Background: an optimization exercise with open tools, aiming at small area, a short achievable clock period and few clock cycles per item. Do not read the settings as production practice. No functional check of the RTL was part of this run. Power figures rest on the tool's default switching activity, not on a simulated workload.

**design.v**
```verilog
`resetall
`timescale 1ns/10ps
module ECC_ENC_DEC
#(
parameter DATA_WIDTH = 32,
parameter AMBA_ADDR_WIDTH = 20,
parameter AMBA_WORD = 32
)
(
input wire clk,
input wire rst,
input wire [AMBA_ADDR_WIDTH-1:0] PADDR,
input wire [AMBA_WORD-1:0] PWDATA,
input wire PENABLE,
           PSEL,
           PWRITE,
output reg [AMBA_WORD-1:0] PRDATA,
output reg [DATA_WIDTH-1:0] data_out,
output reg operation_done,
output reg [1:0] num_of_errors
);
reg [31:0] CTRL_REG, DATA_IN_REG, CODEWORD_WIDTH_REG, NOISE_REG;
wire wr = PSEL & PENABLE & PWRITE;
always @(posedge clk or negedge rst) begin : regs
  if (!rst) begin
    CTRL_REG <= 32'd0; DATA_IN_REG <= 32'd0; CODEWORD_WIDTH_REG <= 32'd0; NOISE_REG <= 32'd0;
  end else if (wr) begin
    case (PADDR[3:2])
      2'b00: CTRL_REG <= PWDATA;
      2'b01: DATA_IN_REG <= PWDATA;
      2'b10: CODEWORD_WIDTH_REG <= PWDATA;
      default: NOISE_REG <= PWDATA;
    endcase
  end
end
always @(posedge clk or negedge rst) begin : done_reg
  if (!rst) operation_done <= 1'b0;
  else operation_done <= wr & (PADDR[3:2] == 2'b00);
end
always @(posedge clk) begin : rd
  case (PADDR[3:2])
    2'b00: PRDATA <= CTRL_REG;
    2'b01: PRDATA <= DATA_IN_REG;
    2'b10: PRDATA <= CODEWORD_WIDTH_REG;
    default: PRDATA <= NOISE_REG;
  endcase
end
wire wS = ~CODEWORD_WIDTH_REG[1] & ~CODEWORD_WIDTH_REG[0];
wire wM = ~CODEWORD_WIDTH_REG[1] &  CODEWORD_WIDTH_REG[0];
wire wL =  CODEWORD_WIDTH_REG[1];
wire [31:0] D = DATA_IN_REG;
wire [31:0] N = NOISE_REG;
wire ea0 = D[0];
wire eb0 = D[0];
wire eg0 = ea0;
wire ee0 = D[0];
wire ea1 = (D[1] ^ D[3]);
wire eb1 = (D[2] ^ D[3]);
wire eg1 = (ea1 ^ D[2]);
wire ee1 = (D[1] ^ D[2]);
wire ea2 = (D[4] ^ D[6]);
wire eb2 = (D[5] ^ D[6]);
wire eg2 = (ea2 ^ D[5]);
wire ee2 = (D[4] ^ D[5]);
wire ea3 = (D[8] ^ D[10]);
wire eb3 = (D[9] ^ D[10]);
wire eg3 = ((ea3 ^ D[9]) ^ D[7]);
wire ee3 = (D[7] ^ D[10]);
wire ea4 = (D[11] ^ D[13]);
wire eb4 = (D[12] ^ D[13]);
wire eg4 = (ea4 ^ D[12]);
wire ee4 = (D[11] ^ D[12]);
wire ea5 = (D[15] ^ D[17]);
wire eb5 = (D[16] ^ D[17]);
wire eg5 = ((ea5 ^ D[16]) ^ D[14]);
wire ee5 = (D[14] ^ D[17]);
wire ea6 = (D[19] ^ D[21]);
wire eb6 = (D[20] ^ D[21]);
wire eg6 = ((ea6 ^ D[20]) ^ D[18]);
wire ee6 = (D[18] ^ D[21]);
wire ea7 = (D[23] ^ D[25]);
wire eb7 = (D[24] ^ D[25]);
wire eg7 = ((ea7 ^ D[24]) ^ D[22]);
wire ee7 = (D[23] ^ D[24]);
wire eS0 = (ea0 ^ ea1);
wire eM0 = eS0 ^ (ea2 ^ ea3);
wire eL0 = eM0 ^ ((ea4 ^ ea5) ^ (ea6 ^ ea7));
wire eS1 = (eb0 ^ eb1);
wire eM1 = eS1 ^ (eb2 ^ eb3);
wire eL1 = eM1 ^ ((eb4 ^ eb5) ^ (eb6 ^ eb7));
wire eS2 = eg1;
wire eM2 = eS2 ^ eg3;
wire eL2 = eM2 ^ (eg5 ^ eg7);
wire eS3 = 1'b0;
wire eM3 = eS3 ^ (eg2 ^ eg3);
wire eL3 = eM3 ^ (eg6 ^ eg7);
wire eS4 = 1'b0;
wire eM4 = eS4 ^ 1'b0;
wire eL4 = eM4 ^ ((eg4 ^ eg5) ^ (eg6 ^ eg7));
wire pS = (ee0 ^ ee1);
wire pM = pS ^ (ee2 ^ ee3);
wire pL = pM ^ ((ee4 ^ ee5) ^ (ee6 ^ ee7));
wire [4:0] encC = wS ? {2'b00, eS2, eS1, eS0} : wM ? {1'b0, eM3, eM2, eM1, eM0} : {eL4, eL3, eL2, eL1, eL0};
wire encP = wS ? pS : wM ? pM : pL;
wire Dx0 = (wS & D[4]) | (wM & D[5]) | (wL & D[6]);
wire Dx1 = (wS & D[5]) | (wM & D[6]) | (wL & D[7]);
wire Dx2 = (wS & D[6]) | (wM & D[7]) | (wL & D[8]);
wire Dx3 = (wS & D[7]) | (wM & D[8]) | (wL & D[9]);
wire Dx4 = (wM & D[9]) | (wL & D[10]);
wire Dx5 = (wM & D[10]) | (wL & D[11]);
wire Dx6 = (wM & D[11]) | (wL & D[12]);
wire Dx7 = (wM & D[12]) | (wL & D[13]);
wire Dx8 = (wM & D[13]) | (wL & D[14]);
wire Dx9 = (wM & D[14]) | (wL & D[15]);
wire Dx10 = (wM & D[15]) | (wL & D[16]);
wire Dx11 = (wL & D[17]);
wire Dx12 = (wL & D[18]);
wire Dx13 = (wL & D[19]);
wire Dx14 = (wL & D[20]);
wire Dx15 = (wL & D[21]);
wire Dx16 = (wL & D[22]);
wire Dx17 = (wL & D[23]);
wire Dx18 = (wL & D[24]);
wire Dx19 = (wL & D[25]);
wire Dx20 = (wL & D[26]);
wire Dx21 = (wL & D[27]);
wire Dx22 = (wL & D[28]);
wire Dx23 = (wL & D[29]);
wire Dx24 = (wL & D[30]);
wire Dx25 = (wL & D[31]);
wire da0 = Dx0;
wire db0 = Dx0;
wire dg0 = da0;
wire de0 = Dx0;
wire da1 = (Dx1 ^ Dx3);
wire db1 = (Dx2 ^ Dx3);
wire dg1 = (da1 ^ Dx2);
wire de1 = (Dx1 ^ Dx2);
wire da2 = (Dx4 ^ Dx6);
wire db2 = (Dx5 ^ Dx6);
wire dg2 = (da2 ^ Dx5);
wire de2 = (Dx4 ^ Dx5);
wire da3 = (Dx8 ^ Dx10);
wire db3 = (Dx9 ^ Dx10);
wire dg3 = ((da3 ^ Dx9) ^ Dx7);
wire de3 = (Dx7 ^ Dx10);
wire da4 = (Dx11 ^ Dx13);
wire db4 = (Dx12 ^ Dx13);
wire dg4 = (da4 ^ Dx12);
wire de4 = (Dx11 ^ Dx12);
wire da5 = (Dx15 ^ Dx17);
wire db5 = (Dx16 ^ Dx17);
wire dg5 = ((da5 ^ Dx16) ^ Dx14);
wire de5 = (Dx14 ^ Dx17);
wire da6 = (Dx19 ^ Dx21);
wire db6 = (Dx20 ^ Dx21);
wire dg6 = ((da6 ^ Dx20) ^ Dx18);
wire de6 = (Dx18 ^ Dx21);
wire da7 = (Dx23 ^ Dx25);
wire db7 = (Dx24 ^ Dx25);
wire dg7 = ((da7 ^ Dx24) ^ Dx22);
wire de7 = (Dx23 ^ Dx24);
wire sD0 = (((da0 ^ da1) ^ (da2 ^ da3)) ^ ((da4 ^ da5) ^ (da6 ^ da7))) ^ D[0];
wire sD1 = (((db0 ^ db1) ^ (db2 ^ db3)) ^ ((db4 ^ db5) ^ (db6 ^ db7))) ^ D[1];
wire sD2 = ((dg1 ^ dg3) ^ (dg5 ^ dg7)) ^ D[2];
wire sD3 = ((dg2 ^ dg3) ^ (dg6 ^ dg7)) ^ (~wS & D[3]);
wire sD4 = ((dg4 ^ dg5) ^ (dg6 ^ dg7)) ^ (wL & D[4]);
wire parDa = (((dg0 ^ dg1) ^ (dg2 ^ dg3)) ^ ((D[0] ^ D[1]) ^ (D[2] ^ D[3])));
wire parDb = (((dg4 ^ dg5) ^ (dg6 ^ dg7)) ^ ((~wS & D[4]) ^ (wL & D[5])));
wire [4:0] synD = {sD4, sD3, sD2, sD1, sD0};
wire Nx0 = (wS & N[4]) | (wM & N[5]) | (wL & N[6]);
wire Nx1 = (wS & N[5]) | (wM & N[6]) | (wL & N[7]);
wire Nx2 = (wS & N[6]) | (wM & N[7]) | (wL & N[8]);
wire Nx3 = (wS & N[7]) | (wM & N[8]) | (wL & N[9]);
wire Nx4 = (wM & N[9]) | (wL & N[10]);
wire Nx5 = (wM & N[10]) | (wL & N[11]);
wire Nx6 = (wM & N[11]) | (wL & N[12]);
wire Nx7 = (wM & N[12]) | (wL & N[13]);
wire Nx8 = (wM & N[13]) | (wL & N[14]);
wire Nx9 = (wM & N[14]) | (wL & N[15]);
wire Nx10 = (wM & N[15]) | (wL & N[16]);
wire Nx11 = (wL & N[17]);
wire Nx12 = (wL & N[18]);
wire Nx13 = (wL & N[19]);
wire Nx14 = (wL & N[20]);
wire Nx15 = (wL & N[21]);
wire Nx16 = (wL & N[22]);
wire Nx17 = (wL & N[23]);
wire Nx18 = (wL & N[24]);
wire Nx19 = (wL & N[25]);
wire Nx20 = (wL & N[26]);
wire Nx21 = (wL & N[27]);
wire Nx22 = (wL & N[28]);
wire Nx23 = (wL & N[29]);
wire Nx24 = (wL & N[30]);
wire Nx25 = (wL & N[31]);
wire na0 = Nx0;
wire nb0 = Nx0;
wire ng0 = na0;
wire ne0 = Nx0;
wire na1 = (Nx1 ^ Nx3);
wire nb1 = (Nx2 ^ Nx3);
wire ng1 = (na1 ^ Nx2);
wire ne1 = (Nx1 ^ Nx2);
wire na2 = (Nx4 ^ Nx6);
wire nb2 = (Nx5 ^ Nx6);
wire ng2 = (na2 ^ Nx5);
wire ne2 = (Nx4 ^ Nx5);
wire na3 = (Nx8 ^ Nx10);
wire nb3 = (Nx9 ^ Nx10);
wire ng3 = ((na3 ^ Nx9) ^ Nx7);
wire ne3 = (Nx7 ^ Nx10);
wire na4 = (Nx11 ^ Nx13);
wire nb4 = (Nx12 ^ Nx13);
wire ng4 = (na4 ^ Nx12);
wire ne4 = (Nx11 ^ Nx12);
wire na5 = (Nx15 ^ Nx17);
wire nb5 = (Nx16 ^ Nx17);
wire ng5 = ((na5 ^ Nx16) ^ Nx14);
wire ne5 = (Nx14 ^ Nx17);
wire na6 = (Nx19 ^ Nx21);
wire nb6 = (Nx20 ^ Nx21);
wire ng6 = ((na6 ^ Nx20) ^ Nx18);
wire ne6 = (Nx18 ^ Nx21);
wire na7 = (Nx23 ^ Nx25);
wire nb7 = (Nx24 ^ Nx25);
wire ng7 = ((na7 ^ Nx24) ^ Nx22);
wire ne7 = (Nx23 ^ Nx24);
wire sN0 = (((na0 ^ na1) ^ (na2 ^ na3)) ^ ((na4 ^ na5) ^ (na6 ^ na7))) ^ N[0];
wire sN1 = (((nb0 ^ nb1) ^ (nb2 ^ nb3)) ^ ((nb4 ^ nb5) ^ (nb6 ^ nb7))) ^ N[1];
wire sN2 = ((ng1 ^ ng3) ^ (ng5 ^ ng7)) ^ N[2];
wire sN3 = ((ng2 ^ ng3) ^ (ng6 ^ ng7)) ^ (~wS & N[3]);
wire sN4 = ((ng4 ^ ng5) ^ (ng6 ^ ng7)) ^ (wL & N[4]);
wire parNa = (((ng0 ^ ng1) ^ (ng2 ^ ng3)) ^ ((N[0] ^ N[1]) ^ (N[2] ^ N[3])));
wire parNb = (((ng4 ^ ng5) ^ (ng6 ^ ng7)) ^ ((~wS & N[4]) ^ (wL & N[5])));
wire [4:0] synN = {sN4, sN3, sN2, sN1, sN0};
reg [4:0] sD, sN, cE;
reg pDa, pDb, pNa, pNb, pE;
reg [1:0] mode;
always @(posedge clk) begin : stage1
  sD <= synD; pDa <= parDa; pDb <= parDb;
  sN <= synN; pNa <= parNa; pNb <= parNb;
  cE <= encC; pE <= encP;
  mode <= PWDATA[1:0];    
end
wire m_dec = ~mode[1] & mode[0];
wire m_fc  =  mode[1];
wire [4:0] s = ({5{m_dec}} & sD) | ({5{m_fc}} & sN);
wire p = (m_dec & (pDa ^ pDb)) | (m_fc & (pNa ^ pNb));
wire [1:0] nof = {~p & (|s), p};
wire [25:0] f;
wire [4:0] fc;
wire f0 = p & (s == 5'd0);
assign f[0] = p & (s == 5'd3);
assign f[1] = p & (s == 5'd5);
assign f[2] = p & (s == 5'd6);
assign f[3] = p & (s == 5'd7);
assign f[4] = p & (s == 5'd9);
assign f[5] = p & (s == 5'd10);
assign f[6] = p & (s == 5'd11);
assign f[7] = p & (s == 5'd12);
assign f[8] = p & (s == 5'd13);
assign f[9] = p & (s == 5'd14);
assign f[10] = p & (s == 5'd15);
assign f[11] = p & (s == 5'd17);
assign f[12] = p & (s == 5'd18);
assign f[13] = p & (s == 5'd19);
assign f[14] = p & (s == 5'd20);
assign f[15] = p & (s == 5'd21);
assign f[16] = p & (s == 5'd22);
assign f[17] = p & (s == 5'd23);
assign f[18] = p & (s == 5'd24);
assign f[19] = p & (s == 5'd25);
assign f[20] = p & (s == 5'd26);
assign f[21] = p & (s == 5'd27);
assign f[22] = p & (s == 5'd28);
assign f[23] = p & (s == 5'd29);
assign f[24] = p & (s == 5'd30);
assign f[25] = p & (s == 5'd31);
assign fc[0] = p & (s == 5'd1);
assign fc[1] = p & (s == 5'd2);
assign fc[2] = p & (s == 5'd4);
assign fc[3] = p & (s == 5'd8);
assign fc[4] = p & (s == 5'd16);
wire [25:0] g = (D[25:0] & {26{~m_dec}}) ^ f;
wire [4:0] lo = (cE & {5{~m_dec}}) ^ fc;
wire pb = (pE & ~m_dec) ^ f0;
wire [31:0] nmask = wS ? 32'h000000ff : wM ? 32'h0000ffff : 32'hffffffff;
wire [31:0] t = (({32{m_dec}} & D) | ({32{m_fc}} & N)) & nmask;
wire [31:0] cw = wS ? {24'd0, g[3:0], pb, lo[2:0]} : wM ? {16'd0, g[10:0], pb, lo[3:0]} : {g, pb, lo};
always @(posedge clk) begin : stage2
  data_out <= cw ^ t;
  num_of_errors <= nof;
end
endmodule
```
**flow/run.sh**
```bash
#!/bin/bash
# The standard layout (standard.sh), with two changes to the cells it may use:
#  - the port buffers are buf_1 cells instead of the delay cell buffer_ports picks by default;
#  - the 3-input XOR/XNOR cells are added to the platform's don't-use list, so that
#    synthesis and repair build the parity trees from 2-input XOR/XNOR cells.
set -euo pipefail
export BUFFER_PORTS_ARGS="-buffer_cell sky130_fd_sc_hd__buf_1"
DU=$(make -s -C "$FLOW_HOME" DESIGN_CONFIG="$PWD/config.mk" WORK_HOME="$PWD/orfs" print-DONT_USE_CELLS 2> print.log | sed -n 's/^DONT_USE_CELLS: //p')
[ -n "$DU" ]
DU="$DU sky130_fd_sc_hd__xnor3_1 sky130_fd_sc_hd__xnor3_2 sky130_fd_sc_hd__xnor3_4 sky130_fd_sc_hd__xor3_1 sky130_fd_sc_hd__xor3_2 sky130_fd_sc_hd__xor3_4"
echo "DONT_USE_CELLS=$DU" > dont_use.txt
bash standard.sh DONT_USE_CELLS="$DU" finish > standard.log 2>&1
```
**standard.sh**
```bash
#!/bin/bash
# synth_recipe.tcl (not shown) runs the flow's synth.tcl, then flattens the netlist and writes it again
# the make line also repeats each setting of config.mk as NAME=value (left out here)
make -C /OpenROAD-flow-scripts/flow DESIGN_CONFIG=/design/flow/config.mk WORK_HOME=/design/flow/orfs CLKGATE_MAP_FILE= SYNTH_SCRIPT=/design/flow/synth_recipe.tcl "${@:-finish}"
```
**config.mk**
```make
export PLATFORM = sky130hd
export DESIGN_NAME = ECC_ENC_DEC
export DESIGN_NICKNAME = ECC_ENC_DEC
export VERILOG_FILES = /design/flow/design.v
export SDC_FILE = /design/flow/constraint.sdc
export NUM_CORES = 4
export LEC_CHECK = 0
export CAP_MARGIN = 20
export CORE_MARGIN = 2
export CORE_UTILIZATION = 40
export CTS_CLUSTER_DIAMETER = 100
export CTS_CLUSTER_SIZE = 25
export SETUP_SLACK_MARGIN = 3.0
export SLEW_MARGIN = 20
```
**constraint.sdc**
```tcl
create_clock -name core_clock -period 5.0 [get_ports {clk}]
set_input_delay 1.0000 -clock core_clock [delete_from_list [all_inputs] [get_ports {clk}]]
set_output_delay 1.0000 -clock core_clock [all_outputs]
set_load 0.01 [all_outputs]
```
==> summary.md <==
| Metric | Value |
|---|---|
| Pins over their slew limit | `0` |
| Fin crit period | `approximately 2.1 ns` |
| Vias/cell | `5.31` |
| Initial DRC count | `between 400 and 500` |
| Critical path arrival | `around 2.5 ns` |
| Clock Tree Buf Depth | `3` |
| IO Pins | `124` |
| Ant. Diodes | `0` |
| Root buffer cell | `clkbuf_16` |
| Hold worst-path end | `CODEWORD_WIDTH_REG[30]` |
| Syn Nets | `1016` |
| Overflow after GRT | `0` |
| Min-delay src | `CODEWORD_WIDTH_REG[30]` |
| Clock transition at path regs | `approximately 0.1 ns` |
| Pwr Total | `roughly 8 mW` |
| Post-synth EDFFs | `0` |
| CTS tree | `yes` |
| DRC errors left | `0` |
| Cells on worst reg2reg path | `7` |
| Number of port buffers | `around 110` |
| Post-synthesis sequential area ratio | `~44%` |
| Synth Area per Inst | `~12 sq um` |
| Synth cell types | `64` |
| Fin crit share | `approximately 41%` |
| Normalized max-slew margin | `38.3%` |
| Die X | `about 170 um` |
| HPWL after DPL | `just under 20000 um` |
| Largest net degree at the start of global routing | `66` |
| Slew of the pin with the lowest slew margin | `0.925 ns` |
| Total GRT Usage | `19.6%` |
| Sequential share of power | `35.2%` |
| Logic pwr share | `between 50 and 60%` |
| DR WL/cell | `slightly above 20 um` |
| Cell area after synthesis | `11300 sq um` |
| Starting Density | `40.7%` |
| Setup crit end kind | `register` |
| Final Skew | `0.0151 ns` |
| Core Region | `27900 sq um` |
| Wire length of the first global-routing pass | `approximately 44000 um` |
| Worst reg2reg endpoint | `data_out[7]` |
| RSZ-0062 raised after global routing | `yes` |
| Hold Crit Class | `reg -> reg` |
| Total Die Area | `29700 sq um` |
| Setup total negative slack | `0 ns` |
| Clock Latency Late Sink | `0.49 ns` |
| Gpl congestion | `between 0.8 and 0.9` |
| Fmax achieved | `~0.48 GHz` |
| Synth Flop Type | `dfrtp_1` |
| Vias in the first global route | `7299` |
| Reg2reg setup slack | `2.93 ns` |
| Die Ht | `172 um` |
| Endpoints failing hold | `0` |
| CTS Hold Bufs | `0` |
| Share of layout cells above drive strength 1 | `35.8%` |
| Final ANT Viol Nets | `0` |
| Number of synthesized register bits | `217` |
| Startpoint Class | `register` |
| Yosys warns | `1` |
| Routed WL | `roughly 30000 um` |
| Worst vdd rail ir drop | `0.244 mV` |
| Max-cap violations | `0` |
| Leak | `5.22 nW` |
| Reg2Reg Launch Point | `mode[0]` |
| Worst EP required | `roughly 5.4 ns` |
| Pwr Density | `587 nW/um^2` |
| NetSw | `3.10 mW` |
| Synth-to-Final Area Change | `19.8%` |
| Internal | `4.86 mW` |
| Status | `no timing/DRC/antenna violations` |
| Post-Synthesis Cells | `959` |
| Clk pwr share | `13.4%` |
| Routed via count | `around 7700` |
| CP Max Fanout | `7` |
| Nets | `1124` |
| Initial antenna violation count | `0` |
| # rows | `61` |
| Htree depth | `1` |
| TritonCTS Sinks | `between 200 and 250` |
| Sw Ratio | `39.0%` |
| Async S/R FF share, synth | `just under 60%` |
| DRT Pass-1 Iters | `4` |
| Hold Crit Depth | `1` |
| Num CTS Buffers | `12` |
| CP Class | `reg -> reg` |
| Final Setup Violations | `0` |
-- area by class of cell --
cell class                 count  area [sq um]
fill                        2535         14300
multi-input combinational    659          6500
sequential                   217          5020
timing repair buffer         174          1200
tap                          378           473
clock buffer                  18           344
inverter                       3          23.8
clock inverter                 2          12.5
-- how the worst max path moves through the flow --
stage	from	to	slack, ns	cells past startpoint
2_1_floorplan	PADDR[3]	DATA_IN_REG[10]	2.90	4
3_3_place_gp	mode[0]	data_out[5]	1.86	8
3_5_place_dp	mode[0]	data_out[7]	1.83	8
4_1_cts	mode[1]	data_out[7]	2.95	7
5_1_grt	mode[0]	data_out[3]	2.81	8
6_report	mode[0]	data_out[7]	2.93	7
-- what timing repair did --
item	4_1_cts	5_1_grt
endpoints found under the setup margin	169	125
cloned	3	2
gates resized for setup	69	100
pin swaps	19	24
buffers inserted	24	27
-- cells in the final DEF (no fill, tap or decap), types with 4 or more instances in the layout --
master,n
xor2_1,47
nor4_1,4
mux2_2,133
dfrtp_2,15
buf_4,46
nand3_1,4
mux4_2,32
buf_12,8
o22ai_1,7
a211oi_1,17
clkbuf_1,5
o21ai_0,14
a22oi_1,26
clkbuf_2,41
buf_1,61
xnor2_1,166
xor2_2,5
buf_6,10
clkbuf_16,15
dfrtp_1,114
dfxtp_1,85
a21oi_1,28
nand2_1,24
nor2b_1,17
xnor2_2,14
mux2i_1,4
nor3_1,4
or3_1,9
nor4_4,6
nor2_1,23
-- cells in the mapped netlist (all sizes together), types with 3 or more instances --
cell type	n	share of area, %
xnor2	181	14
mux2	133	13
dfrtp	129	29
dfxtp	88	16
xor2	54	4.2
clkbuf	48	1.6
buf	33	1.4
mux4	32	6.4
a22oi	29	2.0
a21oi	28	1.2
nand2	27	0.92
nor2	23	0.76
nor2b	19	1.0
a211oi	18	1.2
o21ai	18	0.83
nor4	13	1.2
mux2i	9	0.80
or3	9	0.50
nand3	7	0.31
nor3	7	0.31
o22ai	7	0.39
a31oi	3	0.30
inv	3	0.099
nand4b	3	0.23
o221ai	3	0.23
or2	3	0.17
-- critical path, stage by stage (launching register included) --
cell	delay, ns
dfxtp_4	0.37
buf_12	0.12
nand2_4	0.05
o32a_4	0.43
o31a_1	0.30
or2_1	0.23
a222oi_1	0.34
xor2_1	0.17
-- routing by layer --
layer	GRT usage (%)	vias up	wire, um	part of all wire [%]
li1	-	3569	-	-
met3	2.88	28	1720	5.8
met2	30.4	213	13300	45
met5	0	-	0	0
met4	3.76	0	465	1.6
met1	29.2	3894	14100	48
-- kinds of logic (layout without fill, tap and decap cells) --
group | count (synthesis) | count (layout) | synth area share, %
AO/OA/AOI/OAI | 122 | 123 | 7.59
XOR/XNOR | 235 | 235 | 18.3
buffers and inverters | 84 | 197 | 3.14
flip-flops | 217 | 217 | 44.1
multiplexers | 174 | 174 | 20.4
AND/OR/NAND/NOR | 127 | 127 | 6.52
-- registers in the layout, indices dropped and copies added, names as in the netlist --
signal and cells:
CODEWORD_WIDTH_REG 32, CTRL_REG 32, DATA_IN_REG 32, NOISE_REG 32
PRDATA 32, data_out 32, cE 5, sD 5
sN 5, mode 2, num_of_errors 2, operation_done 1
pDa 1, pDb 1, pE 1, pNa 1
pNb 1
-- power by group through the flow --
stage               Combinational (mW)  Sequential [mW]  Clock (mW)
floorplan                         2.88             2.61           0
global placement                  3.49             2.80           0
detailed placement                3.51             2.81           0
CTS                               3.74             2.77        1.10
global route                      4.42             2.87        1.17
finish                            4.09             2.81        1.07
-- stage by stage --
stage	instance area, sq um	hold WS (ns)	setup WS [ns]	utilization [%]	std cells
after global placement	12000	0.481	1.86	43.1	1375
after CTS	12900	0.511	2.95	46.4	1422
after floorplan	11500	0.474	2.90	-	959
after global routing	13600	0.524	2.81	48.7	1451
after detailed placement	12000	0.487	1.83	43.1	1375
final	13600	0.511	2.93	48.7	1451

## re-timing with driven ports
No port has a modelled driver above. Below, the same layout with a new extraction and two added sets of constraints. Step 1 sets driving cells, clkbuf_16 on the clock port and buf_2 on the other inputs (assumed; they add their load-dependent delay and slew). Step 2 times the ports against the registers' clock, not the clock port: input delays grow and output delays shrink by t, the midpoint of the rising clock arrivals with the driver on. Three values: no drivers, after step 1, after step 2; two values: the first two.
t (ns): 0.533
setup slack, ns: 2.933 / 2.933 / 2.530
worst hold slack (ns): 0.511 / 0.511 / 0.511
worst setup path at the end: input to register
cell pins on the clock port's net: 1
After both steps setup and hold are still met in this run. The setup slack of this run moves by 0.000 ns with the drivers and by -0.403 ns with both steps.
